Background: an optimization exercise with open tools, aiming at small area, a short achievable clock period and few clock cycles. Do not read the settings as production practice. Function was checked by simulation only, so behaviour that the tests miss may differ from the original. Power and IR drop assume default switching activity.

## flow/flow/run.sh

```bash
#!/bin/bash
# Standard layout with two changes:
# - after the standard synthesis, the combinational logic is re-mapped for
#   area (flow/recover.sh); registers, tie cells and full-adder cells are
#   kept as synthesized, with their names and cell types;
# - the ports are buffered with buf_1 cells.
# Each tool writes its full output to its own log file in this folder.
set -euo pipefail
R=orfs/results/sky130hd/dna_vt_consensus/base
LIB=$FLOW_HOME/platforms/sky130hd/lib/sky130_fd_sc_hd__tt_025C_1v80.lib
bash standard.sh synth > synth.log 2>&1
cp $R/1_2_yosys.v synth_standard.v
# the standard synthesis's don't-use cells, as it passed them to ABC
grep -m1 -o 'abc -script.*' orfs/logs/sky130hd/dna_vt_consensus/base/1_2_yosys.log | grep -o -- '-dont_use [^ ]*' | tr '\n' ' ' > dont_use.txt
python3 flow/libmodels.py $LIB cell_models.v sky130_fd_sc_hd__fa_1,sky130_fd_sc_hd__fa_2,sky130_fd_sc_hd__fa_4 > libmodels.log 2>&1
bash flow/recover.sh synth_standard.v $R/1_2_yosys.v cell_models.v dont_use.txt > recover.log 2>&1
BUFFER_PORTS_ARGS="-buffer_cell sky130_fd_sc_hd__buf_1" bash standard.sh finish > finish.log 2>&1
```

## flow/flow/area.abc

```
strash
&get -n
&deepsyn -T 60
&dch
&nf -p -F 8 -A 4 -C 32 -R 1000
&put
topo
```

## flow/flow/libmodels.py

```python
# Write Verilog models (assign per output from the liberty function) of the
# combinational cells of a liberty file.
import re, sys
KEEP = set(sys.argv[3].split(',')) if len(sys.argv) > 3 else set()
lib = open(sys.argv[1]).read()
out = []
for m in re.finditer(r'\n\s*cell\s*\(\s*"?([\w]+)"?\s*\)\s*\{', lib):
    name = m.group(1)
    # find cell body by brace matching
    i = m.end(); depth = 1
    while depth:
        if lib[i] == '{': depth += 1
        elif lib[i] == '}': depth -= 1
        i += 1
    body = lib[m.end():i]
    seq = bool(re.search(r'\n\s*(ff|latch|statetable)\s*\(', body))
    pins = []
    for pm in re.finditer(r'\n\s*pin\s*\(\s*"?(\w+)"?\s*\)\s*\{', body):
        j = pm.end(); d = 1
        while d:
            if body[j] == '{': d += 1
            elif body[j] == '}': d -= 1
            j += 1
        pb = body[pm.end():j]
        dm = re.search(r'direction\s*:\s*"?(\w+)"?', pb)
        fm = re.search(r'function\s*:\s*"([^"]*)"', pb)
        pins.append((pm.group(1), dm.group(1) if dm else None, fm.group(1) if fm else None))
    seen=set(); pins=[x for x in pins if not (x[0] in seen or seen.add(x[0]))]
    ins = [p for p, d, f in pins if d == 'input']
    outs = [(p, f) for p, d, f in pins if d == 'output' and f]
    if seq or not ins or name in KEEP:
        allo = [p for p, d, f in pins if d == 'output']
        if not allo: continue
        s = '(* blackbox *)\nmodule %s(%s);\n' % (name, ', '.join(ins + allo))
        s += ''.join('  input %s;\n' % p for p in ins) + ''.join('  output %s;\n' % p for p in allo) + 'endmodule\n'
        out.append(s); continue
    if not outs: continue
    if any(re.search(r'VPWR|VGND|KAPWR|SLEEP', f) for p, f in outs): continue
    ports = ins + [p for p, f in outs]
    s = 'module %s(%s);\n' % (name, ', '.join(ports))
    s += ''.join('  input %s;\n' % p for p in ins)
    s += ''.join('  output %s;\n' % p for p, f in outs)
    for p, f in outs:
        e = f.replace('!', '~').replace('*', '&').replace('+', '|')
        e = re.sub(r'\)\s*\(', ') & (', e)
        s += '  assign %s = %s;\n' % (p, e)
    s += 'endmodule\n'
    out.append(s)
open(sys.argv[2], 'w').write('\n'.join(out))
print(len(out), 'models')
```

## flow/flow/recover.sh

```bash
#!/bin/bash
# Area recovery on the standard synthesis: re-map the combinational logic of
# netlist IN with ABC for area only (ABC script flow/area.abc) and write OUT.
# Cells that MODELS declares as black boxes (flip-flops, tie cells, full
# adders) stay as they are, with their instance names and cell types; the
# other cells are read as their liberty functions.
# usage: recover.sh IN OUT MODELS DONTUSE_FILE
set -euo pipefail
IN=$1; OUT=$2; MODELS=$3; DONTUSE=$4
F=$(dirname $(readlink -f $0))
LIB=$FLOW_HOME/platforms/sky130hd/lib/sky130_fd_sc_hd__tt_025C_1v80.lib
cat > recover.ys <<EOY
read_verilog $MODELS
read_verilog $IN
hierarchy -top $FLOW_TOP
proc
flatten
techmap
opt_clean -purge
opt -fast
abc -liberty $LIB $(cat $DONTUSE) -script $F/area.abc
splitnets
opt_clean -purge
hilomap -singleton -hicell sky130_fd_sc_hd__conb_1 HI -locell sky130_fd_sc_hd__conb_1 LO
insbuf -buf sky130_fd_sc_hd__buf_4 A X
tee -o recover_stat.txt stat -liberty $LIB
write_verilog -noattr -nohex -nodec $OUT
EOY
yosys -s recover.ys
```

## flow/standard.sh

```bash
#!/bin/bash
# synth_recipe.tcl (not shown) runs the flow's synth.tcl, then flattens the netlist and writes it again
# the make line also repeats each setting of config.mk as NAME=value (left out here)
make -C /OpenROAD-flow-scripts/flow DESIGN_CONFIG=/design/flow/config.mk WORK_HOME=/design/flow/orfs CLKGATE_MAP_FILE= SYNTH_SCRIPT=/design/flow/synth_recipe.tcl "${@:-finish}"
```

## flow/config.mk

```make
export PLATFORM = sky130hd
export DESIGN_NAME = dna_vt_consensus
export DESIGN_NICKNAME = dna_vt_consensus
export VERILOG_FILES = /design/flow/design.v
export SDC_FILE = /design/flow/constraint.sdc
export NUM_CORES = 4
export LEC_CHECK = 0
export ABC_AREA = 1
export CAP_MARGIN = 20
export CORE_MARGIN = 2
export CORE_UTILIZATION = 50
export CTS_BUF_LIST = sky130_fd_sc_hd__clkbuf_4 sky130_fd_sc_hd__clkbuf_8 sky130_fd_sc_hd__clkbuf_16
export CTS_CLUSTER_DIAMETER = 30
export CTS_CLUSTER_SIZE = 6
export PLACE_DENSITY = 0.6
export SETUP_SLACK_MARGIN = 3
export SLEW_MARGIN = 20
```

## flow/constraint.sdc

```tcl
create_clock -name core_clock -period 62.0 [get_ports {clk}]
set_input_delay 12.4000 -clock core_clock [delete_from_list [all_inputs] [get_ports {clk}]]
set_output_delay 12.4000 -clock core_clock [all_outputs]
set_load 0.01 [all_outputs]
```

## flow/design.v

```verilog
module hard_decoder (
	input  logic [10:0] r,
	input  logic [5:0]  N,
	output logic [9:0]  c
);
	wire base = (N[5:2] == 4'b0010);
	wire is9  = base & N[0] & ~N[1];
	wire is10 = base & N[1] & ~N[0];
	wire is11 = base & N[1] & N[0];
	logic [9:0] dI, dS;
	logic [8:0] dD;
wire in_n22, in_n23, in_n24, in_n25, in_n26, in_n27, in_n28, in_n29, in_n30, in_n31, in_n32, in_n33, in_n34, in_n35, in_n36, in_n37, in_n38, in_n39, in_n40, in_n41, in_n42, in_n43, in_n44, in_n45, in_n47, in_n48, in_n49, in_n50, in_n51, in_n52, in_n53, in_n54, in_n55, in_n56, in_n57, in_n59, in_n60, in_n61, in_n62, in_n63, in_n64, in_n65, in_n66, in_n67, in_n69, in_n70, in_n71, in_n72, in_n73, in_n75, in_n76, in_n77, in_n79, in_n80, in_n81, in_n82, in_n83, in_n84, in_n85, in_n86, in_n87, in_n89, in_n91, in_n92, in_n93, in_n94, in_n96, in_n97, in_n98, in_n99, in_n100, in_n102, in_n103;
assign in_n22 = ~r[0] & ~r[3];
assign in_n23 = ~r[1] & ~r[2];
assign in_n24 = r[4] & ~in_n23;
assign in_n25 = in_n22 & ~in_n24;
assign in_n26 = r[1] & r[2];
assign in_n27 = r[3] & ~in_n23;
assign in_n28 = ~in_n26 & ~in_n27;
assign in_n29 = ~r[4] & in_n28;
assign in_n30 = ~in_n25 & ~in_n29;
assign in_n31 = ~r[5] & ~in_n30;
assign in_n32 = ~r[6] & ~r[7];
assign in_n33 = ~r[8] & in_n32;
assign in_n34 = ~r[9] & ~r[10];
assign in_n35 = in_n33 & in_n34;
assign in_n36 = ~in_n31 & in_n35;
assign in_n37 = ~r[5] & in_n22;
assign in_n38 = ~r[2] & in_n37;
assign in_n39 = ~r[2] & ~r[3];
assign in_n40 = ~r[4] & ~r[5];
assign in_n41 = ~in_n39 & ~in_n40;
assign in_n42 = r[0] & ~r[1];
assign in_n43 = ~r[4] & in_n42;
assign in_n44 = ~in_n41 & in_n43;
assign in_n45 = ~in_n38 & ~in_n44;
assign dI[0] = in_n36 & ~in_n45;
assign in_n47 = ~r[0] & ~r[4];
assign in_n48 = ~r[3] & in_n42;
assign in_n49 = ~in_n47 & ~in_n48;
assign in_n50 = ~r[5] & ~in_n49;
assign in_n51 = ~r[2] & in_n50;
assign in_n52 = ~in_n37 & in_n41;
assign in_n53 = r[5] & ~in_n47;
assign in_n54 = ~in_n23 & ~in_n26;
assign in_n55 = ~in_n53 & in_n54;
assign in_n56 = in_n35 & in_n55;
assign in_n57 = ~in_n52 & in_n56;
assign dI[1] = ~in_n51 & in_n57;
assign in_n59 = ~r[3] & ~in_n53;
assign in_n60 = ~r[0] & ~r[5];
assign in_n61 = ~r[1] & ~in_n60;
assign in_n62 = ~r[2] & ~in_n61;
assign in_n63 = ~in_n59 & ~in_n62;
assign in_n64 = ~in_n22 & in_n40;
assign in_n65 = r[1] & ~in_n64;
assign in_n66 = in_n35 & ~in_n39;
assign in_n67 = ~in_n65 & in_n66;
assign dI[2] = ~in_n63 & in_n67;
assign in_n69 = in_n23 & in_n47;
assign in_n70 = ~in_n50 & ~in_n69;
assign in_n71 = in_n35 & ~in_n70;
assign in_n72 = ~in_n57 & ~in_n71;
assign in_n73 = ~r[3] & ~r[4];
assign dI[3] = ~in_n72 & ~in_n73;
assign in_n75 = in_n53 & ~in_n73;
assign in_n76 = in_n28 & ~in_n75;
assign in_n77 = ~in_n37 & ~in_n76;
assign dI[4] = in_n36 & ~in_n77;
assign in_n79 = ~in_n30 & in_n36;
assign in_n80 = ~r[1] & in_n49;
assign in_n81 = ~in_n26 & ~in_n80;
assign in_n82 = ~r[7] & in_n81;
assign in_n83 = ~r[6] & in_n81;
assign in_n84 = r[7] & ~in_n83;
assign in_n85 = ~in_n32 & in_n34;
assign in_n86 = ~r[8] & in_n85;
assign in_n87 = in_n31 & in_n86;
assign dI[6] = ~in_n84 & in_n87;
assign in_n89 = in_n82 & dI[6];
assign dI[5] = in_n79 | in_n89;
assign in_n91 = r[8] & ~in_n82;
assign in_n92 = ~r[6] & in_n34;
assign in_n93 = ~in_n33 & in_n92;
assign in_n94 = in_n31 & in_n93;
assign dI[7] = ~in_n91 & in_n94;
assign in_n96 = ~in_n85 & in_n94;
assign in_n97 = ~r[9] & in_n81;
assign in_n98 = r[10] & ~in_n97;
assign in_n99 = in_n33 & ~in_n34;
assign in_n100 = in_n31 & in_n99;
assign dI[9] = ~in_n98 & in_n100;
assign in_n102 = r[9] & in_n81;
assign in_n103 = dI[9] & in_n102;
assign dI[8] = in_n96 | in_n103;
wire dn_n19, dn_n20, dn_n21, dn_n22, dn_n23, dn_n24, dn_n25, dn_n26, dn_n27, dn_n28, dn_n29, dn_n30, dn_n31, dn_n32, dn_n33, dn_n34, dn_n35, dn_n36, dn_n37, dn_n38, dn_n39, dn_n40, dn_n41, dn_n42, dn_n43, dn_n44, dn_n45, dn_n46, dn_n47, dn_n48, dn_n49, dn_n50, dn_n51, dn_n52, dn_n53, dn_n54, dn_n55, dn_n56, dn_n57, dn_n58, dn_n59, dn_n60, dn_n61, dn_n62, dn_n63, dn_n64, dn_n65, dn_n66, dn_n67, dn_n68, dn_n69, dn_n70, dn_n71, dn_n72, dn_n73, dn_n74, dn_n76, dn_n77, dn_n79, dn_n80, dn_n81, dn_n82, dn_n83, dn_n84, dn_n85, dn_n88, dn_n89, dn_n91, dn_n92, dn_n93, dn_n94, dn_n95, dn_n96, dn_n98, dn_n99, dn_n100, dn_n103, dn_n104, dn_n105, dn_n106;
assign dn_n19 = r[0] & r[2];
assign dn_n20 = r[0] & ~r[2];
assign dn_n21 = ~r[0] & r[2];
assign dn_n22 = ~dn_n20 & ~dn_n21;
assign dn_n23 = ~r[5] & ~dn_n22;
assign dn_n24 = ~dn_n19 & ~dn_n23;
assign dn_n25 = ~r[6] & ~dn_n24;
assign dn_n26 = ~r[2] & ~r[3];
assign dn_n27 = ~dn_n25 & ~dn_n26;
assign dn_n28 = r[3] & r[4];
assign dn_n29 = r[2] & dn_n28;
assign dn_n30 = ~dn_n27 & ~dn_n29;
assign dn_n31 = ~r[1] & dn_n30;
assign dn_n32 = ~r[3] & ~r[4];
assign dn_n33 = ~r[5] & dn_n32;
assign dn_n34 = ~r[0] & ~dn_n28;
assign dn_n35 = ~dn_n33 & ~dn_n34;
assign dn_n36 = ~dn_n31 & ~dn_n35;
assign dn_n37 = dn_n31 & dn_n35;
assign dn_n38 = ~dn_n36 & ~dn_n37;
assign dn_n39 = ~r[0] & ~r[2];
assign dn_n40 = r[4] & dn_n39;
assign dn_n41 = ~r[4] & dn_n20;
assign dn_n42 = ~dn_n40 & ~dn_n41;
assign dn_n43 = ~dn_n22 & dn_n42;
assign dn_n44 = ~r[7] & ~r[8];
assign dn_n45 = ~r[6] & dn_n44;
assign dn_n46 = r[3] & dn_n43;
assign dn_n47 = dn_n45 & ~dn_n46;
assign dn_n48 = dn_n43 & dn_n47;
assign dn_n49 = dn_n31 & dn_n40;
assign dn_n50 = r[5] & ~dn_n32;
assign dn_n51 = ~dn_n41 & dn_n50;
assign dn_n52 = dn_n45 & ~dn_n51;
assign dn_n53 = ~dn_n49 & dn_n52;
assign dn_n54 = ~dn_n48 & dn_n53;
assign dn_n55 = ~dn_n38 & dn_n54;
assign dn_n56 = ~r[8] & dn_n33;
assign dn_n57 = ~r[7] & dn_n56;
assign dn_n58 = r[2] & ~r[4];
assign dn_n59 = r[5] & ~dn_n58;
assign dn_n60 = r[2] & r[3];
assign dn_n61 = dn_n45 & ~dn_n60;
assign dn_n62 = ~dn_n59 & dn_n61;
assign dn_n63 = ~dn_n57 & ~dn_n62;
assign dn_n64 = dn_n55 & dn_n63;
assign dn_n65 = r[6] & dn_n44;
assign dn_n66 = dn_n33 & dn_n65;
assign dn_n67 = ~r[1] & dn_n39;
assign dn_n68 = dn_n66 & dn_n67;
assign dn_n69 = ~r[1] & ~r[2];
assign dn_n70 = r[1] & r[2];
assign dn_n71 = ~dn_n69 & ~dn_n70;
assign dn_n72 = dn_n23 & dn_n71;
assign dn_n73 = dn_n47 & dn_n72;
assign dn_n74 = ~dn_n68 & ~dn_n73;
assign dD[0] = dn_n64 | ~dn_n74;
assign dn_n76 = ~r[6] & r[7];
assign dn_n77 = ~dn_n21 & dn_n76;
assign dD[8] = dn_n56 & dn_n77;
assign dn_n79 = ~dn_n65 & ~dD[8];
assign dn_n80 = ~r[4] & ~r[5];
assign dn_n81 = dn_n20 & dn_n80;
assign dn_n82 = ~dn_n79 & dn_n81;
assign dn_n83 = dn_n31 & dn_n82;
assign dn_n84 = ~r[2] & dn_n80;
assign dn_n85 = dn_n55 & ~dn_n84;
assign dD[1] = dn_n83 | dn_n85;
assign dD[7] = dn_n66 | dn_n82;
assign dn_n88 = ~dn_n53 & ~dD[7];
assign dn_n89 = dn_n30 & dn_n71;
assign dD[2] = ~dn_n88 & dn_n89;
assign dn_n91 = ~r[1] & ~r[6];
assign dn_n92 = dn_n80 & ~dn_n91;
assign dn_n93 = ~dn_n42 & ~dn_n92;
assign dn_n94 = dn_n21 & dn_n92;
assign dn_n95 = ~dn_n26 & ~dn_n94;
assign dn_n96 = ~dn_n93 & dn_n95;
assign dD[3] = ~dn_n63 & dn_n96;
assign dn_n98 = ~r[1] & dn_n81;
assign dn_n99 = ~dn_n28 & ~dn_n32;
assign dn_n100 = ~dn_n98 & dn_n99;
assign dD[4] = dn_n53 & dn_n100;
assign dD[5] = dn_n53 & ~dn_n80;
assign dn_n103 = ~dn_n21 & dn_n66;
assign dn_n104 = r[4] & ~dn_n20;
assign dn_n105 = r[5] & ~dn_n104;
assign dn_n106 = dn_n47 & dn_n105;
assign dD[6] = dn_n103 | dn_n106;
	wire a0s, a0c, b0s, b0c;
	assign {a0c, a0s} = r[0] + r[2] + r[4];
	assign {b0c, b0s} = a0s + r[6] + r[8];
	wire a1s, a1c, b1s, b1c, d1s, d1c;
	assign {a1c, a1s} = r[1] + r[2] + r[5];
	assign {b1c, b1s} = r[6] + r[9] + a0c;
	assign {d1c, d1s} = a1s + b1s + b0c;
	wire a2s, a2c, b2s, b2c, d2s, d2c;
	assign {a2c, a2s} = r[3] + r[4] + r[5];
	assign {b2c, b2s} = r[6] + a1c + b1c;
	assign {d2c, d2s} = a2s + b2s + d1c;
	wire [5:0] w8 = {a2c, b2c, d2c, r[7], r[8], r[9]};
	wire any8 = |w8;
	wire two8 = |(w8 & (w8 - 6'd1));
	wire [3:0] s = {any8, d2s, d1s, b0s};
	always_comb
		for (int i = 0; i < 10; i++)
			dS[i] = !two8 && ((s == 4'(i + 6)) || (i <= 4 && s == 4'(4 - i)));
	assign c = r[9:0] ^ ({10{is11}} & dI | {10{is10}} & dS | {1'b0, {9{is9}} & dD});
endmodule
module vt_decode (
	input  logic [9:0] data_in,
	output logic [4:0] recovered,
	output logic       good_syndrome
);
	wire [9:0] c = data_in;
	wire a0s, a0c, b0s, b0c;
	assign {a0c, a0s} = c[0] + c[2] + c[4];
	assign {b0c, b0s} = a0s + c[6] + c[8];
	wire a1s, a1c, b1s, b1c, d1s, d1c;
	assign {a1c, a1s} = c[1] + c[2] + c[5];
	assign {b1c, b1s} = c[6] + c[9] + a0c;
	assign {d1c, d1s} = a1s + b1s + b0c;
	wire a2s, a2c, b2s, b2c, d2s, d2c;
	assign {a2c, a2s} = c[3] + c[4] + c[5];
	assign {b2c, b2s} = c[6] + a1c + b1c;
	assign {d2c, d2s} = a2s + b2s + d1c;
	wire [2:0] hi;
	assign hi = 3'(a2c) + 3'(b2c) + 3'(d2c) + 3'(c[7]) + 3'(c[8]) + 3'(c[9]);
	wire [5:0] s = {hi, d2s, d1s, b0s};
	assign recovered = {data_in[8], data_in[6], data_in[5], data_in[4], data_in[2]};
	assign good_syndrome = (s == 6'd5) || (s == 6'd26) || (s == 6'd47);
endmodule
module dna_vt_consensus (
	input  logic        clk,
	input  logic        rst_n,
	input  logic        in_valid,
	output logic        in_ready,
	input  logic [31:0] in_strand,
	input  logic [5:0]  in_len,
	input  logic        in_last,
	output logic        out_valid,
	output logic [9:0]  out_codeword,
	output logic [4:0]  out_data,
	output logic        out_syndrome_ok
);
	assign in_ready = 1'b1;
	logic        s_valid, s_last;
	logic [10:0] s_r;
	logic [5:0]  s_len;
	always_ff @(posedge clk or negedge rst_n)
		if (!rst_n) s_valid <= 1'b0;
		else        s_valid <= in_valid;
	always_ff @(posedge clk) begin
		s_last <= in_last;
		s_r    <= in_strand[10:0];
		s_len  <= in_len;
	end
	logic [9:0] c;
	hard_decoder hard (.r(s_r), .N(s_len), .c(c));
	logic       first;    
	logic [4:0] t [10];
	logic [9:0] cw_next;
	always_ff @(posedge clk or negedge rst_n)
		if (!rst_n) begin
			first     <= 1'b1;
			out_valid <= 1'b0;
		end else begin
			if (s_valid) first <= s_last;
			out_valid <= s_valid & s_last;
		end
	genvar gi;
	generate
		for (gi = 0; gi < 10; gi++) begin : cnt
			logic [4:0] b, g, tn;
			logic [5:0] p;
			logic en;
			assign b    = t[gi] | {5{first}};
			assign g    = b ^ {5{c[gi]}};
			assign en   = s_valid & (s_len > 6'(gi));
			assign p[0] = en & ~(c[gi] & (b == 5'b10000));
			for (genvar j = 0; j < 5; j++) begin : ch
				assign p[j+1] = p[j] & g[j];
				assign tn[j]  = b[j] ^ p[j];
			end
			always_ff @(posedge clk) t[gi] <= tn;
			assign out_codeword[gi] = t[gi][4];
			assign cw_next[gi] = tn[4];
		end
	endgenerate
	logic syn_ok;
	vt_decode u_vt_decode (
		.data_in      (cw_next),
		.recovered    (),
		.good_syndrome(syn_ok)
	);
	always_ff @(posedge clk) out_syndrome_ok <= syn_ok;
	assign out_data = {out_codeword[8], out_codeword[6], out_codeword[5], out_codeword[4], out_codeword[2]};
endmodule
```

==> run_results.csv, run 1 <==
group,metric,value,unit
timing,slew_headroom,0.461,
final_layout,area_delta_synth_final,8.84,%
final_layout,layout_common_cells,"sky130_fd_sc_hd__nor2_1 (106), sky130_fd_sc_hd__dfxtp_1 (69), sky130_fd_sc_hd__xor2_1 (41), sky130_fd_sc_hd__nand2_1 (40)",
floorplan,floorplan.die.width,97.7,um
hold_path,min-delay-path-class,"reg -> reg",
final_layout,finish.instance_area,4770,um^2
global_route,antenna_violations_before_repair,0,
timing,report.final.slew_viol_count,0,
worst_setup_path,arrival_time_reported_for_the_critical_path_endpoint,910,ps
detailed_routing,drt_first_iter_violations,116,
power,power.total,0.154,mW
timing,totalNegativeSetupSlack,0,ps
worst_setup_path,worstSetupStartpointType,"flop",
final_layout,final_layout_size_suffix_gt1_frac,0.0295,
status,outcome,"timing/DRC/antenna clean",
timing,rsz0062_at_grt,"false",
global_route,vias_in_the_first_global_route,3634,
final_layout,instances_no_fill,684,
clocking,clk_latency,340,ps
yosys,synth_fp_nets,599,
worst_setup_path,family_of_cells_with_the_greatest_summed_delay_on_the_critical_path,"flip-flops",
worst_setup_path,cp.buffers_inverters,1,
clocking,clkSinkCount,72,
worst_setup_path,setup.worst_path.end_class,"output pin",
power,power.static_leakage,1.76,nW
final_layout,design.final.nets,633,
timing,worst-slew-pin-transition,807,ps
timing,timing.final.hold_violations,0,
global_route,grt_pass1_wl,16700,um
clocking,cts_setup_buffers,0,
final_layout,antenna-diode-count,0,
yosys,syn_area_per_cell,8.15,um^2
clocking,clk_transition_reported_paths,80,ps
detailed_routing,detail_route.drc_violations,0,
timing,clock_skew,10.2,ps
detailed_routing,drt_pass1_iterations,5,
worst_setup_path,worst-endpoint-required,49600,ps
yosys,synth_area,4390,um^2
floorplan,height_of_the_die,97.7,um
global_route,largest_net_degree_at_the_start_of_global_routing,53,
power,power.density_cell_area,32.3,nW/um^2
final_layout,n_fill_cell,827,
clocking,post_cts_hold_buffer_count,0,
placed_design,port_buffers,37,
detailed_routing,wirelength,9770,um
detailed_routing,avgViaCountPerCell,5.50,
yosys,post_synth_inst_count,538,
timing,max_freq,75.1,MHz
clocking,tritoncts_clock_tree,"done",
worst_setup_path,critPathKind,"reg -> out",
worst_setup_path,timing.critical_path.fanout_max,4,
placed_design,placed_cells_incl_taps,669,
timing,finalCriticalPeriod,13310,ps
floorplan,initial_core_util,0.510,
clocking,count_of_cells_resized_by_post_cts_repair,0,
clocking,ctsLongestPathBuffers,2,
global_route,globalRoute.totalOverflow,0,
worst_setup_path,cp_num_cells,1,
placed_design,placed_area,4560,um^2
global_route,gr-usage-all-layers,0.217,
detailed_routing,route.vias.total,3759,
clocking,htree_num_levels,3,
worst_setup_path,cpPeakStageDelay,400,ps
floorplan,design.die.area,9540,um^2
yosys,ys_warn_count,3,
hold_path,hold_path_depth,1,
floorplan,io_pins,60,
detailed_routing,final_antenna_net_count,0,
clocking,cts_root_buf,"sky130_fd_sc_hd__clkbuf_8",
floorplan,core,8590,um^2
detailed_routing,routedWlPerCell,14.3,um
clocking,cts_made_buffers,9,
final_layout,commonest_non_fill_non_tap_cell_in_the_layout,"sky130_fd_sc_hd__nor2_1",
worst_setup_path,timing.critical_path.cells,"buf_1",
placed_design,gpl.final_weighted_congestion,0.885,
floorplan,row_count,34,
placed_design,final_hpwl_from_detailed_placement,7390,um
timing,fin_crit_sh,0.215,
timing,worst_hold_slack,467,ps
worst_setup_path,r2r.worst_path.cells,29,
worst_setup_path,critPathSlowestCell,"sky130_fd_sc_hd__dfxtp_1",
power,ir_drop,0.0129,mV
timing,finalSetupViolCount,0,
run,max_cap_viol_count,0,
-- layer usage --
metal  share of wire  global-route usage
met1            0.45               0.275
met2            0.48               0.361
met3           0.048              0.0496
met4           0.022              0.0801
met5               0                   0
-- where the power goes --
group | internal, mW | leakage (nW) | switching (mW)
registers | 0.0568 | 0.612 | 0.00698
clock network | 0.0235 | 0.108 | 0.0176
logic | 0.0203 | 1.04 | 0.0289
-- through the flow --
stage | setup slack (ps) | util
2_1_floorplan | 49140 | -
3_3_place_gp | 49050 | 0.530
3_5_place_dp | 49060 | 0.530
4_1_cts | 48660 | 0.556
5_1_grt | 48620 | 0.556
6_report | 48690 | 0.556
-- path summary, 6_finish.rpt --
path,startpoint,to,slack (ps)
max,t[2][4],out_data[0],48690
min,s_last,out_valid,470
max reg2reg,s_r[2],out_syndrome_ok,52920
min reg2reg,s_last,out_valid,470
max in group asynchronous,rst_n,first,49910
min in group asynchronous,rst_n,s_valid,11860
-- cell type report --
class | instances | area, um^2 | share of cell area
clock inverters | 5 | 81.3 | 0.0170
clock buffers | 10 | 138 | 0.0288
multi-input cells | 419 | 2700 | 0.565
repair buffers | 38 | 146 | 0.0307
flip-flops and latches | 72 | 1460 | 0.305
well taps | 108 | 135 | 0.0283
inverters | 32 | 120 | 0.0252
-- registers in the layout, summed over array words and instances (netlist names) --
name,count
out_valid,1
s_r,11
s_valid,1
s_len,6
first,1
s_last,1
out_syndrome_ok,1
t,50
Testbench counts, summed over its fixed seeds: cycles 13,845.
==> run 2: changes to the inputs <==
--- a/flow/design.v
+++ b/flow/design.v
@@ -270,3 +270,3 @@
 			logic [4:0] b, g, tn;
-			logic [5:0] p;
+			logic [4:0] p;
 			logic en;
@@ -275,4 +275,4 @@
 			assign en   = s_valid & (s_len > 6'(gi));
-			assign p[0] = en & ~(c[gi] & (b == 5'b10000));
-			for (genvar j = 0; j < 5; j++) begin : ch
+			assign p[0] = en;
+			for (genvar j = 0; j < 4; j++) begin : ch
 				assign p[j+1] = p[j] & g[j];
@@ -280,2 +280,3 @@
 			end
+			assign tn[4] = (b[4] & c[gi]) | (b[4] ^ p[4]);
 			always_ff @(posedge clk) t[gi] <= tn;
==> run 2 against run 1 <==
Still clean on timing, DRC and antenna. Global-route usage fell by 0.82 points. Clock power decreased by 9.5%. Worst hold slack gained 14 ps. Wire length down 5.1%.
==> run_results.csv, run 2 <==
group,metric,value,unit
global_route,antenna_violations_before_repair,0,
placed_design,detailedPlace.worstSlack,49080,ps
worst_setup_path,critPathSlowestCell,"sky130_fd_sc_hd__dfxtp_1",
timing,finalCriticalPeriod,13290,ps
power,power.share.switching,0.339,
final_layout,antenna-diode-count,0,
detailed_routing,avgViaCountPerCell,5.40,
detailed_routing,final_antenna_net_count,0,
timing,fin_crit_sh,0.214,
power,cellInternalPower,0.0954,mW
yosys,syn_area_per_cell,8.25,um^2
clocking,tritoncts_clock_tree,"done",
final_layout,largest_register_ff_count,50,
global_route,vias_in_the_first_global_route,3377,
run,max_cap_viol_count,0,
power,power.density_cell_area,31.0,nW/um^2
detailed_routing,drt_first_iter_violations,141,
timing,worst-slew-pin-transition,808,ps
timing,timing.final.hold_violations,0,
worst_setup_path,worst-endpoint-required,49600,ps
power,power_frac_clock,0.258,
global_route,largest_net_degree_at_the_start_of_global_routing,61,
timing,report.final.slew_viol_count,0,
yosys,synth_area,4290,um^2
clocking,ctsLongestPathBuffers,2,
clocking,post_cts_hold_buffer_count,0,
final_layout,seq_area,1460,um^2
final_layout,commonest_non_fill_non_tap_cell_in_the_layout,"sky130_fd_sc_hd__nor2_1",
floorplan,core,8260,um^2
power,p_seq_frac,0.432,
floorplan,floorplan.die.width,96.6,um
floorplan,height_of_the_die,96.6,um
detailed_routing,wirelength,9270,um
worst_setup_path,critPathKind,"reg -> out",
timing,finalSetupViolCount,0,
timing,max_freq,75.3,MHz
final_layout,largest_regs,"t: 50 flops, s_r: 11 flops, s_len: 6 flops",
hold_path,min-delay-path-class,"reg -> reg",
power,power.static_leakage,1.75,nW
worst_setup_path,timing.critical_path.fanout_max,4,
worst_setup_path,timing.critical_path.cells,"buf_1",
global_route,gr-usage-all-layers,0.209,
timing,worst_hold_slack,481,ps
final_layout,design.final.nets,615,
final_layout,final_layout_size_suffix_gt1_frac,0.0322,
detailed_routing,routedWlPerCell,14.0,um
clocking,clkSinkCount,72,
final_layout,n_fill_cell,810,
placed_design,gpl.final_weighted_congestion,0.918,
power,ir_drop,0.0123,mV
worst_setup_path,worstSetupStartpointType,"flop",
clocking,count_of_cells_resized_by_post_cts_repair,0,
yosys,post_synth_inst_count,520,
worst_setup_path,arrival_time_reported_for_the_critical_path_endpoint,890,ps
clocking,cts_root_buf,"sky130_fd_sc_hd__clkbuf_8",
worst_setup_path,setup.worst_path.end_class,"output pin",
worst_setup_path,family_of_cells_with_the_greatest_summed_delay_on_the_critical_path,"flip-flops",
power,power.net_switching,0.0489,mW
clocking,cts_setup_buffers,0,
power,combinationalPowerShare,0.311,
timing,postLayoutSetupSlackWorst,48710,ps
final_layout,layout_common_cells,"sky130_fd_sc_hd__nor2_1 (101), sky130_fd_sc_hd__dfxtp_1 (69), sky130_fd_sc_hd__nand2_1 (41), sky130_fd_sc_hd__xor2_1 (39), sky130_fd_sc_hd__buf_1 (37)",
placed_design,port_buffers,37,
status,outcome,"timing/DRC/antenna clean",
yosys,ys_warn_count,3,
clocking,cts_made_buffers,9,
clocking,htree_num_levels,3,
timing,clock_skew,14.5,ps
detailed_routing,drt_pass1_iterations,5,
detailed_routing,detail_route.drc_violations,0,
placed_design,final_hpwl_from_detailed_placement,6970,um
worst_setup_path,cpPeakStageDelay,380,ps
floorplan,row_count,33,
floorplan,io_pins,60,
timing,rsz0062_at_grt,"false",
final_layout,multi_input_comb_area,2600,um^2
timing,slew_headroom,0.460,
clocking,clk_transition_reported_paths,80,ps
floorplan,initial_core_util,0.519,
detailed_routing,route.vias.total,3586,
timing,totalNegativeSetupSlack,0,ps
final_layout,area_delta_synth_final,8.46,%
worst_setup_path,cp.buffers_inverters,1,
global_route,grt_pass1_wl,16100,um
floorplan,design.die.area,9340,um^2
yosys,synth_fp_nets,581,
final_layout,regMostFlops,"t",
global_route,globalRoute.totalOverflow,0,
clocking,clk_latency,350,ps
[run 2: final timing paths]
| kind | from | end | slack, ps | cells after the start |
|---|---|---|---|---|
| max | t[2][4] | out_codeword[2] | 48710 | 1 |
| min | s_last | out_valid | 480 | 1 |
| max reg2reg | s_r[2] | out_syndrome_ok | 52900 | 32 |
| min reg2reg | s_last | out_valid | 480 | 1 |
| max in group asynchronous | rst_n | first | 49930 | 1 |
| min in group asynchronous | rst_n | out_valid | 11850 | 1 |
[run 2: stage by stage]
step	std cells	cell area, um^2	utilization	total power [mW]
after floorplan	520	4290	-	0.0999
after global placement	648	4450	0.539	0.106
after detailed placement	648	4450	0.539	0.108
after CTS	664	4650	0.563	0.146
after global routing	664	4650	0.563	0.156
final	664	4650	0.563	0.144
[run 2: layout make-up]
class                           count  area share
Clock inverter                      3     0.00941
Tap cell                          105      0.0282
Clock buffer                       13      0.0331
Inverter                           32      0.0258
Multi-Input combinational cell    401       0.559
Timing Repair Buffer               38      0.0315
Sequential cell                    72       0.313
[run 2: power groups by stage]
| stage | Combinational, mW | Clock, mW | Sequential, mW |
|---|---|---|---|
| floorplan | 0.0371 | 0 | 0.0628 |
| global placement | 0.0429 | 0 | 0.0630 |
| detailed placement | 0.0447 | 0 | 0.0633 |
| CTS | 0.0450 | 0.0383 | 0.0623 |
| global route | 0.0515 | 0.0404 | 0.0637 |
| finish | 0.0448 | 0.0372 | 0.0623 |
[run 2: per-layer routing]
layer	track usage	vias to the layer above	routed length, um
li1	-	1813	-
met1	0.280	1650	4230
met2	0.335	103	4410
met3	0.0412	20	412
met4	0.0748	0	219
met5	0	-	0
Testbench counts of run 2, summed over its fixed seeds: cycles 13,845.
==> run 3: changes to the inputs <==
--- a/flow/design.v
+++ b/flow/design.v
@@ -211,18 +211,21 @@
 	wire [9:0] c = data_in;
-	wire a0s, a0c, b0s, b0c;
-	assign {a0c, a0s} = c[0] + c[2] + c[4];
-	assign {b0c, b0s} = a0s + c[6] + c[8];
-	wire a1s, a1c, b1s, b1c, d1s, d1c;
-	assign {a1c, a1s} = c[1] + c[2] + c[5];
-	assign {b1c, b1s} = c[6] + c[9] + a0c;
-	assign {d1c, d1s} = a1s + b1s + b0c;
-	wire a2s, a2c, b2s, b2c, d2s, d2c;
-	assign {a2c, a2s} = c[3] + c[4] + c[5];
-	assign {b2c, b2s} = c[6] + a1c + b1c;
-	assign {d2c, d2s} = a2s + b2s + d1c;
-	wire [2:0] hi;
-	assign hi = 3'(a2c) + 3'(b2c) + 3'(d2c) + 3'(c[7]) + 3'(c[8]) + 3'(c[9]);
-	wire [5:0] s = {hi, d2s, d1s, b0s};
+	wire [5:0] T;
+	wire s0, k1a, k1b;
+	assign {k1a, s0}   = c[0] + c[2] + c[4];
+	assign {k1b, T[0]} = s0 + !c[6] + c[8];
+	wire s1, s2, k2a, k2b, k2c;
+	assign {k2a, s1}   = c[1] + c[2] + c[5];
+	assign {k2b, s2}   = c[9] + k1a + k1b;
+	assign {k2c, T[1]} = s1 + s2;
+	wire s3, s4, k3a, k3b, k3c;
+	assign {k3a, s3}   = c[3] + c[4] + c[5];
+	assign {k3b, s4}   = k2a + k2b + k2c;
+	assign {k3c, T[2]} = s3 + s4;
+	wire s5, s6, k4a, k4b, k4c;
+	assign {k4a, s5}   = c[6] + c[7] + c[8];
+	assign {k4b, s6}   = c[9] + k3a + k3b;
+	assign {k4c, T[3]} = s5 + s6 + k3c;
+	assign {T[5], T[4]} = k4a + k4b + k4c;
 	assign recovered = {data_in[8], data_in[6], data_in[5], data_in[4], data_in[2]};
-	assign good_syndrome = (s == 6'd5) || (s == 6'd26) || (s == 6'd47);
+	assign good_syndrome = (T == 6'd6) || (T == 6'd27) || (T == 6'd48);
 endmodule
==> run 3 against run 2 <==
Largest cell class unchanged. Clock skew rose by 1.9 ps. Count of clock-buffer cells in the layout fell by 2. Sequential share of layout area rose by 0.38 points. Power rose by 8.8%. Worst hold slack barely moved. Clock power barely moved. Still clean. Cell count fell by 0.15%. Global-route usage rose by 0.94 points. Maximum frequency barely moved.
==> run_results.csv, run 3 <==
group,metric,value,unit
yosys,ys_warn_count,3,
timing,clock_skew,16.4,ps
final_layout,antenna-diode-count,0,
timing,finalCriticalPeriod,13290,ps
detailed_routing,routedWlPerCell,14.2,um
timing,finalSetupViolCount,0,
floorplan,io_pins,60,
clocking,cts_root_buf,"sky130_fd_sc_hd__clkbuf_8",
clocking,post_cts_hold_buffer_count,0,
final_layout,largest_regs,"t: 50 flops, s_r: 11 flops, s_len: 6 flops",
timing,worst-slew-pin-transition,1030,ps
placed_design,gpl.final_weighted_congestion,0.850,
worst_setup_path,cp.buffers_inverters,1,
final_layout,design.final.nets,613,
detailed_routing,final_antenna_net_count,0,
clocking,clk_latency,350,ps
worst_setup_path,worstSetupStartpointType,"flop",
clocking,tritoncts_clock_tree,"done",
floorplan,row_count,33,
timing,max_freq,75.2,MHz
timing,slew_headroom,0.310,
floorplan,design.die.area,9200,um^2
timing,rsz0062_at_grt,"false",
placed_design,placed_area,4400,um^2
detailed_routing,detail_route.drc_violations,0,
global_route,grt_pass1_wl,15400,um
final_layout,multi_input_comb_area,2560,um^2
final_layout,seq_area,1460,um^2
detailed_routing,route.vias.total,3643,
hold_path,min-delay-path-class,"reg -> reg",
timing,postLayoutSetupSlackWorst,48710,ps
detailed_routing,wirelength,9390,um
floorplan,floorplan.die.width,95.9,um
final_layout,area_delta_synth_final,8.77,%
placed_design,detailedPlace.worstSlack,49080,ps
global_route,vias_in_the_first_global_route,3325,
worst_setup_path,arrival_time_reported_for_the_critical_path_endpoint,890,ps
worst_setup_path,timing.critical_path.fanout_max,4,
status,outcome,"timing/DRC/antenna clean",
floorplan,core,8220,um^2
power,power.density_cell_area,34.2,nW/um^2
timing,report.final.slew_viol_count,0,
floorplan,initial_core_util,0.514,
yosys,synth_fp_nets,578,
power,power.total,0.157,mW
clocking,ctsLongestPathBuffers,2,
worst_setup_path,reg2reg_setup_slack,52110,ps
final_layout,commonest_non_fill_non_tap_cell_in_the_layout,"sky130_fd_sc_hd__nor2_1",
clocking,clkSinkCount,72,
detailed_routing,drt_pass1_iterations,5,
clocking,clk_transition_reported_paths,90,ps
timing,totalNegativeSetupSlack,0,ps
worst_setup_path,critPathSlowestCell,"sky130_fd_sc_hd__dfxtp_1",
run,max_cap_viol_count,0,
final_layout,finish.instance_area,4600,um^2
timing,timing.final.hold_violations,0,
worst_setup_path,worst-endpoint-required,49600,ps
final_layout,final_layout_size_suffix_gt1_frac,0.0341,
placed_design,port_buffers,37,
yosys,synth_area,4230,um^2
detailed_routing,avgViaCountPerCell,5.49,
floorplan,height_of_the_die,95.9,um
timing,fin_crit_sh,0.214,
global_route,antenna_violations_before_repair,0,
power,ir_drop,0.0170,mV
final_layout,largest_register_ff_count,50,
yosys,post_synth_inst_count,518,
yosys,syn_area_per_cell,8.16,um^2
final_layout,n_fill_cell,804,
final_layout,regMostFlops,"t",
worst_setup_path,critPathKind,"reg -> out",
clocking,cts_made_buffers,9,
global_route,gr-usage-all-layers,0.218,
worst_setup_path,timing.critical_path.cells,"buf_1",
global_route,globalRoute.totalOverflow,0,
final_layout,layout_common_cells,"sky130_fd_sc_hd__nor2_1 (106), sky130_fd_sc_hd__dfxtp_1 (69), sky130_fd_sc_hd__xnor2_1 (45), sky130_fd_sc_hd__nand2_1 (44), sky130_fd_sc_hd__o21ai_0 (40)",
global_route,largest_net_degree_at_the_start_of_global_routing,61,
clocking,count_of_cells_resized_by_post_cts_repair,0,
detailed_routing,drt_first_iter_violations,176,
worst_setup_path,family_of_cells_with_the_greatest_summed_delay_on_the_critical_path,"flip-flops",
clocking,htree_num_levels,3,
worst_setup_path,setup.worst_path.end_class,"output pin",
worst_setup_path,cpPeakStageDelay,380,ps
power,power.static_leakage,1.64,nW
clocking,cts_setup_buffers,0,
placed_design,final_hpwl_from_detailed_placement,7130,um
run 3: cell count changes in the layout (fill, tap and decap cells not counted), moves of 3 or more:
| cell | before | now |
|---|---|---|
| sky130_fd_sc_hd__nand2_1 | 41 | 44 |
| sky130_fd_sc_hd__o21ai_0 | 29 | 40 |
| sky130_fd_sc_hd__xnor2_1 | 34 | 45 |
| sky130_fd_sc_hd__nor2_1 | 101 | 106 |
| sky130_fd_sc_hd__clkinv_1 | 32 | 25 |
| sky130_fd_sc_hd__maj3_1 | 3 | 0 |
| sky130_fd_sc_hd__a31oi_1 | 8 | 4 |
| sky130_fd_sc_hd__xor2_1 | 39 | 29 |
| sky130_fd_sc_hd__a221oi_1 | 1 | 4 |
run 3: worst paths after layout:
kind	start	to	cells after the start
max	t[4][4]	out_codeword[4]	1
min	s_last	out_valid	1
max reg2reg	s_r[2]	out_syndrome_ok	28
min reg2reg	s_last	out_valid	1
max in group asynchronous	rst_n	first	1
min in group asynchronous	rst_n	out_valid	1
run 3: where the power goes:
part / switching [mW] / leakage (nW) / internal [mW] / total (mW)
combinational: 0.0332 / 0.929 / 0.0237 / 0.0569
clock: 0.0178 / 0.0964 / 0.0195 / 0.0373
sequential: 0.00558 / 0.612 / 0.0573 / 0.0629
run 3: per-stage QoR:
| step | hold slack [ps] | std cells | util |
|---|---|---|---|
| 3_3_place_gp | 450 | 647 | 0.535 |
| 3_5_place_dp | 486 | 647 | 0.535 |
| 6_report | 481 | 663 | 0.559 |
| 5_1_grt | 502 | 663 | 0.559 |
| 2_1_floorplan | 440 | 518 | - |
| 4_1_cts | 481 | 663 | 0.559 |
run 3: routing by layer:
layer  global-route usage  up-vias  share of wire
met5                    0        -              0
met4               0.0655        0          0.022
met3               0.0478       19          0.055
met2                0.364      125           0.46
met1                0.283     1682           0.46
li1                     -     1817              -
run 3: cell type report:
class	instances	share of cell area
flip-flops and latches	72	0.317
multi-input cells	406	0.557
clock buffers	11	0.0302
inverters	25	0.0204
well taps	105	0.0286
repair buffers	39	0.0335
clock inverters	5	0.0128
run 3: worst register-to-register path, delay by kind of cell (launching register included):
kind / cells / cell delay, ps
DFF: 1 / 780
buffers and inverters: 3 / 230
adders and majority gates: 11 / 4740
and+or+nand+nor: 5 / 1740
muxes: 1 / 430
AOI/OAI and AO/OA: 6 / 1380
xor gates and xnor gates: 2 / 520
Testbench counts of run 3, summed over its fixed seeds: cycles 13,845.
==> run 4: changes to the inputs <==
--- a/flow/flow/run.sh
+++ b/flow/flow/run.sh
@@ -5,3 +5,5 @@
 #   kept as synthesized, with their names and cell types;
-# - the ports are buffered with buf_1 cells.
+# - the ports are buffered with buf_1 cells;
+# - clock tree synthesis runs with the standard arguments plus
+#   -dont_use_dummy_load (no dummy load cells for balancing).
 # Each tool writes its full output to its own log file in this folder.
@@ -16,2 +18,3 @@
 bash flow/recover.sh synth_standard.v $R/1_2_yosys.v cell_models.v dont_use.txt > recover.log 2>&1
+export CTS_ARGS="-sink_clustering_enable -repair_clock_nets -sink_clustering_size 6 -sink_clustering_max_diameter 30 -buf_list {sky130_fd_sc_hd__clkbuf_4 sky130_fd_sc_hd__clkbuf_8 sky130_fd_sc_hd__clkbuf_16} -dont_use_dummy_load"
 BUFFER_PORTS_ARGS="-buffer_cell sky130_fd_sc_hd__buf_1" bash standard.sh finish > finish.log 2>&1
==> run 4 against run 3 <==
Still clean. Combinational power about the same. Register-to-register slack improved by 70 ps. Power decreased by 6.2%. Critical path depth unchanged. Wire length decreased by 1.0%. Die area unchanged. Via count decreased by 0.14%. Critical path type unchanged. Critical endpoint unchanged. Highest routed layer unchanged.
==> run_results.csv, run 4 <==
group,metric,value,unit
final_layout,regMostFlops,"t",
placed_design,port_buffers,37,
yosys,synth_area,4230,um^2
floorplan,height_of_the_die,95.9,um
worst_setup_path,critPathKind,"reg -> out",
worst_setup_path,r2r.worst_path.cells,28,
worst_setup_path,reg2reg_setup_slack,52180,ps
timing,max_freq,75.3,MHz
final_layout,multi_input_comb_area,2560,um^2
clocking,clk_latency,340,ps
power,ir_drop,0.0167,mV
clocking,cts_root_buf,"sky130_fd_sc_hd__clkbuf_8",
final_layout,area_delta_synth_final,7.02,%
clocking,cts_setup_buffers,0,
clocking,htree_num_levels,3,
timing,totalNegativeSetupSlack,0,ps
final_layout,finish.instance_area,4520,um^2
hold_path,hold_path_depth,1,
power,power_frac_clock,0.188,
final_layout,largest_register_ff_count,50,
global_route,globalRoute.totalOverflow,0,
run,max_cap_viol_count,0,
timing,finalSetupViolCount,0,
clocking,tritoncts_clock_tree,"done",
power,power.share.switching,0.362,
clocking,clkSinkCount,72,
global_route,grt_pass1_wl,15300,um
yosys,post_synth_inst_count,518,
worst_setup_path,worstSetupStartpointType,"flop",
placed_design,gpl.final_weighted_congestion,0.850,
worst_setup_path,timing.critical_path.cells,"buf_1",
worst_setup_path,cpPeakStageDelay,380,ps
floorplan,row_count,33,
hold_path,worst_hold_path.endpoint,"out_valid",
power,power.net_switching,0.0533,mW
placed_design,placed_area,4400,um^2
status,outcome,"timing/DRC/antenna clean",
final_layout,largest_regs,"t: 50 flops, s_r: 11 flops, s_len: 6 flops",
timing,postLayoutSetupSlackWorst,48720,ps
worst_setup_path,setup.worst_path.end_class,"output pin",
detailed_routing,detail_route.drc_violations,0,
detailed_routing,final_antenna_net_count,0,
detailed_routing,routedWlPerCell,14.2,um
placed_design,final_hpwl_from_detailed_placement,7130,um
yosys,syn_area_per_cell,8.16,um^2
global_route,vias_in_the_first_global_route,3316,
timing,report.final.slew_viol_count,0,
hold_path,min-delay-path-class,"reg -> reg",
worst_setup_path,worst_reg2reg_path_startpoint,"s_r[2]",
power,power.density_cell_area,32.6,nW/um^2
detailed_routing,avgViaCountPerCell,5.55,
timing,slew_headroom,0.331,
power,combinationalPowerShare,0.384,
timing,worst-slew-pin-transition,995,ps
floorplan,floorplan.die.width,95.9,um
floorplan,io_pins,60,
worst_setup_path,arrival_time_reported_for_the_critical_path_endpoint,880,ps
worst_setup_path,critPathSlowestCell,"sky130_fd_sc_hd__dfxtp_1",
global_route,antenna_violations_before_repair,0,
power,cellInternalPower,0.0940,mW
clocking,post_cts_hold_buffer_count,0,
final_layout,final_layout_size_suffix_gt1_frac,0.0218,
detailed_routing,drt_first_iter_violations,228,
timing,finalCriticalPeriod,13280,ps
power,p_seq_frac,0.427,
final_layout,seq_area,1460,um^2
global_route,gr-usage-all-layers,0.217,
timing,timing.final.hold_violations,0,
power,power.static_leakage,1.61,nW
floorplan,initial_core_util,0.514,
placed_design,detailedPlace.worstSlack,49080,ps
floorplan,design.die.area,9200,um^2
final_layout,design.final.nets,613,
timing,rsz0062_at_grt,"false",
clocking,cts_made_buffers,9,
final_layout,commonest_non_fill_non_tap_cell_in_the_layout,"sky130_fd_sc_hd__nor2_1",
worst_setup_path,timing.critical_path.fanout_max,4,
yosys,ys_warn_count,3,
detailed_routing,route.vias.total,3638,
yosys,synth_fp_nets,578,
worst_setup_path,family_of_cells_with_the_greatest_summed_delay_on_the_critical_path,"flip-flops",
timing,fin_crit_sh,0.214,
final_layout,antenna-diode-count,0,
final_layout,finalCoreUtilization,0.550,
clocking,clk_transition_reported_paths,80,ps
global_route,largest_net_degree_at_the_start_of_global_routing,61,
worst_setup_path,cp.buffers_inverters,1,
detailed_routing,drt_pass1_iterations,6,
clocking,ctsLongestPathBuffers,2,
floorplan,core,8220,um^2
hold_path,min-delay-start,"s_last",
clocking,count_of_cells_resized_by_post_cts_repair,0,
timing,clock_skew,26.3,ps
final_layout,n_fill_cell,811,
detailed_routing,wirelength,9300,um
worst_setup_path,timing.rr.end,"out_syndrome_ok",
final_layout,layout_common_cells,"sky130_fd_sc_hd__nor2_1 (106), sky130_fd_sc_hd__dfxtp_1 (69), sky130_fd_sc_hd__xnor2_1 (45), sky130_fd_sc_hd__nand2_1 (44), sky130_fd_sc_hd__o21ai_0 (40)",
worst_setup_path,worst-endpoint-required,49600,ps
power,power.total,0.147,mW
[run 4: how the worst max path moves through the flow]
stage,from,endpoint,slack (ps),cells after the start
2_1_floorplan,t[4][4],out_codeword[4],49140,1
3_3_place_gp,t[2][4],out_codeword[2],49090,1
3_5_place_dp,t[2][4],out_data[0],49080,1
4_1_cts,t[4][4],out_codeword[4],48700,1
5_1_grt,t[4][4],out_data[1],48670,1
6_report,t[4][4],out_codeword[4],48720,1
[run 4: final cells by class]
cell class,count,area share
multi-input combinational,406,0.566
sequential,72,0.322
timing repair buffer,39,0.0340
tap,105,0.0291
clock buffer,9,0.0274
inverter,25,0.0208
[run 4: power by group through the flow]
stage	combinational, mW	clock [mW]	sequential (mW)
floorplan	0.0473	0	0.0633
global placement	0.0546	0	0.0637
detailed placement	0.0568	0	0.0640
CTS	0.0572	0.0289	0.0630
global route	0.0639	0.0308	0.0644
finish	0.0566	0.0277	0.0629
[run 4: per-stage QoR]
stage	hold WS, ps	instances
final	467	656
after global routing	489	656
after CTS	471	656
after detailed placement	486	647
after global placement	450	647
after floorplan	440	518
[run 4: layer usage]
| metal | up-vias | wire [um] | part of all wire | GRT usage |
|---|---|---|---|---|
| li1 | 1810 | - | - | - |
| met1 | 1686 | 4220 | 0.45 | 0.282 |
| met2 | 122 | 4400 | 0.47 | 0.363 |
| met3 | 20 | 483 | 0.052 | 0.0431 |
| met4 | 0 | 190 | 0.020 | 0.0655 |
| met5 | - | 0 | 0 | 0 |
==> run 5: changes to the inputs <==
--- a/flow/flow/run.sh
+++ b/flow/flow/run.sh
@@ -1,3 +1,3 @@
 #!/bin/bash
-# Standard layout with two changes:
+# Standard layout with three changes:
 # - after the standard synthesis, the combinational logic is re-mapped for
==> run 5 against run 4 <==
Highest routed layer unchanged. Sequential cell count stayed put. Clock power hardly changed. Critical endpoint unchanged. Largest cell class unchanged. Worst setup slack stayed put.
==> run_results.csv, run 5 <==
group,metric,value,unit
yosys,synth_area,4230,um^2
floorplan,io_pins,60,
worst_setup_path,worst-endpoint-required,49600,ps
worst_setup_path,worstSetupStartpointType,"flop",
clocking,clk_latency,340,ps
final_layout,largest_regs,"t: 50 flops, s_r: 11 flops, s_len: 6 flops",
worst_setup_path,worst_reg2reg_path_startpoint,"s_r[2]",
worst_setup_path,timing.rr.end,"out_syndrome_ok",
worst_setup_path,timing.critical_path.cells,"buf_1",
floorplan,initial_core_util,0.514,
worst_setup_path,r2r.worst_path.cells,28,
final_layout,instances_no_fill,656,
hold_path,hold_path_depth,1,
global_route,vias_in_the_first_global_route,3316,
hold_path,min-delay-start,"s_last",
placed_design,placed_cells_incl_taps,647,
placed_design,gpl.final_weighted_congestion,0.850,
final_layout,area_delta_synth_final,7.02,%
clocking,ctsLongestPathBuffers,2,
timing,slew_headroom,0.331,
detailed_routing,wirelength,9300,um
final_layout,final_layout_size_suffix_gt1_frac,0.0218,
clocking,htree_num_levels,3,
worst_setup_path,arrival_time_reported_for_the_critical_path_endpoint,880,ps
hold_path,worst_hold_path.endpoint,"out_valid",
floorplan,floorplan.die.width,95.9,um
global_route,grt_pass1_wl,15300,um
worst_setup_path,critPathSlowestCell,"sky130_fd_sc_hd__dfxtp_1",
worst_setup_path,reg2reg_setup_slack,52180,ps
final_layout,antenna-diode-count,0,
timing,finalCriticalPeriod,13280,ps
timing,timing.final.hold_violations,0,
final_layout,layout_common_cells,"sky130_fd_sc_hd__nor2_1 (106), sky130_fd_sc_hd__dfxtp_1 (69), sky130_fd_sc_hd__xnor2_1 (45), sky130_fd_sc_hd__nand2_1 (44), sky130_fd_sc_hd__o21ai_0 (40)",
timing,finalSetupViolCount,0,
final_layout,design.final.nets,613,
clocking,clk_transition_reported_paths,80,ps
global_route,largest_net_degree_at_the_start_of_global_routing,61,
worst_setup_path,setup.worst_path.end_class,"output pin",
floorplan,core,8220,um^2
yosys,ys_warn_count,3,
detailed_routing,drt_pass1_iterations,6,
power,power.density_cell_area,32.6,nW/um^2
power,power.static_leakage,1.61,nW
placed_design,port_buffers,37,
yosys,post_synth_inst_count,518,
final_layout,regMostFlops,"t",
timing,worst_hold_slack,467,ps
hold_path,min-delay-path-class,"reg -> reg",
timing,rsz0062_at_grt,"false",
floorplan,height_of_the_die,95.9,um
worst_setup_path,cp.buffers_inverters,1,
global_route,globalRoute.totalOverflow,0,
worst_setup_path,family_of_cells_with_the_greatest_summed_delay_on_the_critical_path,"flip-flops",
timing,totalNegativeSetupSlack,0,ps
clocking,count_of_cells_resized_by_post_cts_repair,0,
timing,fin_crit_sh,0.214,
timing,report.final.slew_viol_count,0,
timing,max_freq,75.3,MHz
timing,clock_skew,26.3,ps
detailed_routing,route.vias.total,3638,
placed_design,final_hpwl_from_detailed_placement,7130,um
final_layout,largest_register_ff_count,50,
timing,worst-slew-pin-transition,995,ps
worst_setup_path,cpPeakStageDelay,380,ps
clocking,tritoncts_clock_tree,"done",
floorplan,row_count,33,
power,ir_drop,0.0167,mV
global_route,antenna_violations_before_repair,0,
clocking,clkSinkCount,72,
clocking,cts_setup_buffers,0,
clocking,cts_made_buffers,9,
yosys,synth_fp_nets,578,
run,max_cap_viol_count,0,
global_route,gr-usage-all-layers,0.217,
detailed_routing,drt_first_iter_violations,228,
clocking,post_cts_hold_buffer_count,0,
detailed_routing,detail_route.drc_violations,0,
worst_setup_path,critPathKind,"reg -> out",
final_layout,commonest_non_fill_non_tap_cell_in_the_layout,"sky130_fd_sc_hd__nor2_1",
detailed_routing,routedWlPerCell,14.2,um
detailed_routing,avgViaCountPerCell,5.55,
yosys,syn_area_per_cell,8.16,um^2
floorplan,design.die.area,9200,um^2
status,outcome,"timing/DRC/antenna clean",
clocking,cts_root_buf,"sky130_fd_sc_hd__clkbuf_8",
detailed_routing,final_antenna_net_count,0,
worst_setup_path,timing.critical_path.fanout_max,4,
run 5: worst max-delay path by stage:
stage	startpoint	to	slack, ps	cells after the start
2_1_floorplan	t[4][4]	out_codeword[4]	49140	1
3_3_place_gp	t[2][4]	out_codeword[2]	49090	1
3_5_place_dp	t[2][4]	out_data[0]	49080	1
4_1_cts	t[4][4]	out_codeword[4]	48700	1
5_1_grt	t[4][4]	out_data[1]	48670	1
6_report	t[4][4]	out_codeword[4]	48720	1
run 5: per-stage QoR:
| stage | setup WS (ps) | cell area [um^2] | power, mW | utilization |
|---|---|---|---|---|
| after floorplan | 49140 | 4230 | 0.111 | - |
| final | 48720 | 4520 | 0.147 | 0.550 |
| after global routing | 48670 | 4520 | 0.159 | 0.550 |
| after CTS | 48700 | 4520 | 0.149 | 0.550 |
| after global placement | 49090 | 4400 | 0.118 | 0.535 |
| after detailed placement | 49080 | 4400 | 0.121 | 0.535 |
run 5: where the power goes:
| group | switching (mW) | internal [mW] |
|---|---|---|
| Sequential | 0.00558 | 0.0573 |
| Clock | 0.0148 | 0.0129 |
| Combinational | 0.0329 | 0.0237 |
| Total | 0.0533 | 0.0940 |
run 5: layout make-up:
cell class / instances / area [um^2]
inverter: 25 / 93.8
sequential: 72 / 1460
fill: 811 / 3690
multi-input combinational: 406 / 2560
tap: 105 / 131
timing repair buffer: 39 / 154
clock buffer: 9 / 124
run 5: metal layers:
| metal | vias to the layer above | GRT usage | routed length [um] |
|---|---|---|---|
| met5 | - | 0 | 0 |
| met4 | 0 | 0.0655 | 190 |
| met3 | 20 | 0.0431 | 483 |
| met2 | 122 | 0.363 | 4400 |
| met1 | 1686 | 0.282 | 4220 |
| li1 | 1810 | - | - |
==> run 6: changes to the inputs <==
--- a/flow/flow/run.sh
+++ b/flow/flow/run.sh
@@ -18,3 +18,3 @@
 bash flow/recover.sh synth_standard.v $R/1_2_yosys.v cell_models.v dont_use.txt > recover.log 2>&1
-export CTS_ARGS="-sink_clustering_enable -repair_clock_nets -sink_clustering_size 6 -sink_clustering_max_diameter 30 -buf_list {sky130_fd_sc_hd__clkbuf_4 sky130_fd_sc_hd__clkbuf_8 sky130_fd_sc_hd__clkbuf_16} -dont_use_dummy_load"
+export CTS_ARGS="-sink_clustering_enable -repair_clock_nets -sink_clustering_size 6 -sink_clustering_max_diameter 30 -buf_list {sky130_fd_sc_hd__clkbuf_4 sky130_fd_sc_hd__clkbuf_8} -root_buf sky130_fd_sc_hd__clkbuf_8 -dont_use_dummy_load"
 BUFFER_PORTS_ARGS="-buffer_cell sky130_fd_sc_hd__buf_1" bash standard.sh finish > finish.log 2>&1
==> run 6 against run 5 <==
Sequential share of layout area is the same. Highest routed layer unchanged. Power is the same. Combinational power about the same. Design area unchanged. Synthesized cell count did not move. Sequential power about the same. Count of clock-buffer cells in the layout stayed put. Clock skew did not move.
==> run_results.csv, run 6 <==
group,metric,value,unit
yosys,synth_fp_nets,578,
timing,slew_headroom,0.331,
hold_path,hold_path_depth,1,
final_layout,seq_area,1460,um^2
detailed_routing,drt_first_iter_violations,228,
final_layout,largest_register_ff_count,50,
run,max_cap_viol_count,0,
worst_setup_path,cp.buffers_inverters,1,
clocking,clk_latency,340,ps
timing,report.final.slew_viol_count,0,
worst_setup_path,timing.critical_path.fanout_max,4,
worst_setup_path,worst_reg2reg_path_startpoint,"s_r[2]",
timing,worst-slew-pin-transition,995,ps
worst_setup_path,arrival_time_reported_for_the_critical_path_endpoint,880,ps
timing,fin_crit_sh,0.214,
detailed_routing,routedWlPerCell,14.2,um
detailed_routing,wirelength,9300,um
timing,clock_skew,26.3,ps
hold_path,min-delay-start,"s_last",
worst_setup_path,critPathSlowestCell,"sky130_fd_sc_hd__dfxtp_1",
floorplan,core,8220,um^2
floorplan,io_pins,60,
worst_setup_path,reg2reg_setup_slack,52180,ps
timing,finalCriticalPeriod,13280,ps
timing,rsz0062_at_grt,"false",
global_route,antenna_violations_before_repair,0,
timing,max_freq,75.3,MHz
global_route,largest_net_degree_at_the_start_of_global_routing,61,
power,power.static_leakage,1.61,nW
yosys,syn_area_per_cell,8.16,um^2
timing,totalNegativeSetupSlack,0,ps
worst_setup_path,timing.critical_path.cells,"buf_1",
final_layout,antenna-diode-count,0,
floorplan,design.die.area,9200,um^2
worst_setup_path,family_of_cells_with_the_greatest_summed_delay_on_the_critical_path,"flip-flops",
clocking,clk_transition_reported_paths,80,ps
clocking,cts_made_buffers,9,
final_layout,layout_common_cells,"sky130_fd_sc_hd__nor2_1 (106), sky130_fd_sc_hd__dfxtp_1 (69), sky130_fd_sc_hd__xnor2_1 (45), sky130_fd_sc_hd__nand2_1 (44), sky130_fd_sc_hd__o21ai_0 (40)",
worst_setup_path,timing.rr.end,"out_syndrome_ok",
clocking,clkSinkCount,72,
final_layout,largest_regs,"t: 50 flops, s_r: 11 flops, s_len: 6 flops",
worst_setup_path,cpPeakStageDelay,380,ps
power,ir_drop,0.0167,mV
global_route,gr-usage-all-layers,0.217,
floorplan,height_of_the_die,95.9,um
final_layout,regMostFlops,"t",
yosys,post_synth_inst_count,518,
clocking,post_cts_hold_buffer_count,0,
detailed_routing,route.vias.total,3638,
placed_design,final_hpwl_from_detailed_placement,7130,um
detailed_routing,detail_route.drc_violations,0,
worst_setup_path,worst-endpoint-required,49600,ps
timing,timing.final.hold_violations,0,
hold_path,min-delay-path-class,"reg -> reg",
final_layout,commonest_non_fill_non_tap_cell_in_the_layout,"sky130_fd_sc_hd__nor2_1",
yosys,synth_area,4230,um^2
clocking,tritoncts_clock_tree,"done",
detailed_routing,final_antenna_net_count,0,
clocking,cts_root_buf,"sky130_fd_sc_hd__clkbuf_8",
final_layout,design.final.nets,613,
power,power.density_cell_area,32.6,nW/um^2
hold_path,worst_hold_path.endpoint,"out_valid",
clocking,count_of_cells_resized_by_post_cts_repair,0,
yosys,ys_warn_count,3,
clocking,ctsLongestPathBuffers,2,
worst_setup_path,r2r.worst_path.cells,28,
worst_setup_path,setup.worst_path.end_class,"output pin",
global_route,globalRoute.totalOverflow,0,
clocking,cts_setup_buffers,0,
timing,finalSetupViolCount,0,
final_layout,n_fill_cell,811,
placed_design,port_buffers,37,
power,power.total,0.147,mW
placed_design,gpl.final_weighted_congestion,0.850,
timing,worst_hold_slack,467,ps
floorplan,initial_core_util,0.514,
floorplan,row_count,33,
worst_setup_path,worstSetupStartpointType,"flop",
floorplan,floorplan.die.width,95.9,um
clocking,htree_num_levels,3,
detailed_routing,drt_pass1_iterations,6,
final_layout,multi_input_comb_area,2560,um^2
final_layout,area_delta_synth_final,7.02,%
status,outcome,"timing/DRC/antenna clean",
worst_setup_path,critPathKind,"reg -> out",
global_route,vias_in_the_first_global_route,3316,
detailed_routing,avgViaCountPerCell,5.55,
final_layout,final_layout_size_suffix_gt1_frac,0.0218,
global_route,grt_pass1_wl,15300,um
[run 6: final cells by class]
cell class / count / area share
clock buffer: 9 / 0.0274
sequential: 72 / 0.322
tap: 105 / 0.0291
timing repair buffer: 39 / 0.0340
inverter: 25 / 0.0208
multi-input combinational: 406 / 0.566
[run 6: where the power goes]
part	internal, mW	switching [mW]	total [mW]	leakage [nW]
Sequential	0.0573	0.00558	0.0629	0.612
Combinational	0.0237	0.0329	0.0566	0.929
Clock	0.0129	0.0148	0.0277	0.0647
Total	0.0940	0.0533	0.147	1.61
[run 6: through the flow]
| stage | std cells | setup slack (ps) | area (um^2) | util |
|---|---|---|---|---|
| floorplan | 518 | 49140 | 4230 | - |
| global placement | 647 | 49090 | 4400 | 0.535 |
| detailed placement | 647 | 49080 | 4400 | 0.535 |
| CTS | 656 | 48700 | 4520 | 0.550 |
| global route | 656 | 48670 | 4520 | 0.550 |
| finish | 656 | 48720 | 4520 | 0.550 |
[run 6: worst max path at each step]
stage | startpoint | end | slack (ps) | cells past startpoint
floorplan | t[4][4] | out_codeword[4] | 49140 | 1
CTS | t[4][4] | out_codeword[4] | 48700 | 1
global route | t[4][4] | out_data[1] | 48670 | 1
finish | t[4][4] | out_codeword[4] | 48720 | 1
global placement | t[2][4] | out_codeword[2] | 49090 | 1
detailed placement | t[2][4] | out_data[0] | 49080 | 1
[run 6: metal layers]
layer / vias up / routed length [um] / GRT usage
met5: - / 0 / 0
met1: 1686 / 4220 / 0.282
met3: 20 / 483 / 0.0431
met4: 0 / 190 / 0.0655
met2: 122 / 4400 / 0.363
li1: 1810 / - / -

static timing again, ports no longer ideal:
How much do the figures lean on ideal ports? The routed layouts below were timed once more, with nothing changed but the port constraints.
Step 1 sets driving cells, clkbuf_16 on the clock port and buf_2 on the other inputs (assumed; they add their load-dependent delay and slew).
Step 2 times the ports against the registers' clock, not the clock port: input delays grow and output delays shrink by t, the midpoint of the rising clock arrivals with the driver on.
a / b / c = no drivers / after step 1 / after step 2; a / b = the first two.
run	t, ns	setup slack, ns	latest minus earliest clock arrival (ns)	worst register clock-pin slew, ns	cell pins on the clock port's net
run 1	0.368	48.692 / 48.660 / 49.028	0.010 / 0.010	0.08 / 0.08	1
run 2	0.371	48.715 / 48.682 / 49.053	0.014 / 0.014	0.08 / 0.08	1
run 3	0.374	48.706 / 48.672 / 49.046	0.017 / 0.017	0.09 / 0.09	1
run 4	0.359	48.719 / 48.686 / 49.045	0.026 / 0.026	0.08 / 0.08	1
run 5	0.359	48.719 / 48.686 / 49.045	0.026 / 0.026	0.08 / 0.08	1
run 6	0.359	48.719 / 48.686 / 49.045	0.026 / 0.026	0.08 / 0.08	1
After both steps setup and hold are still met in every run listed.
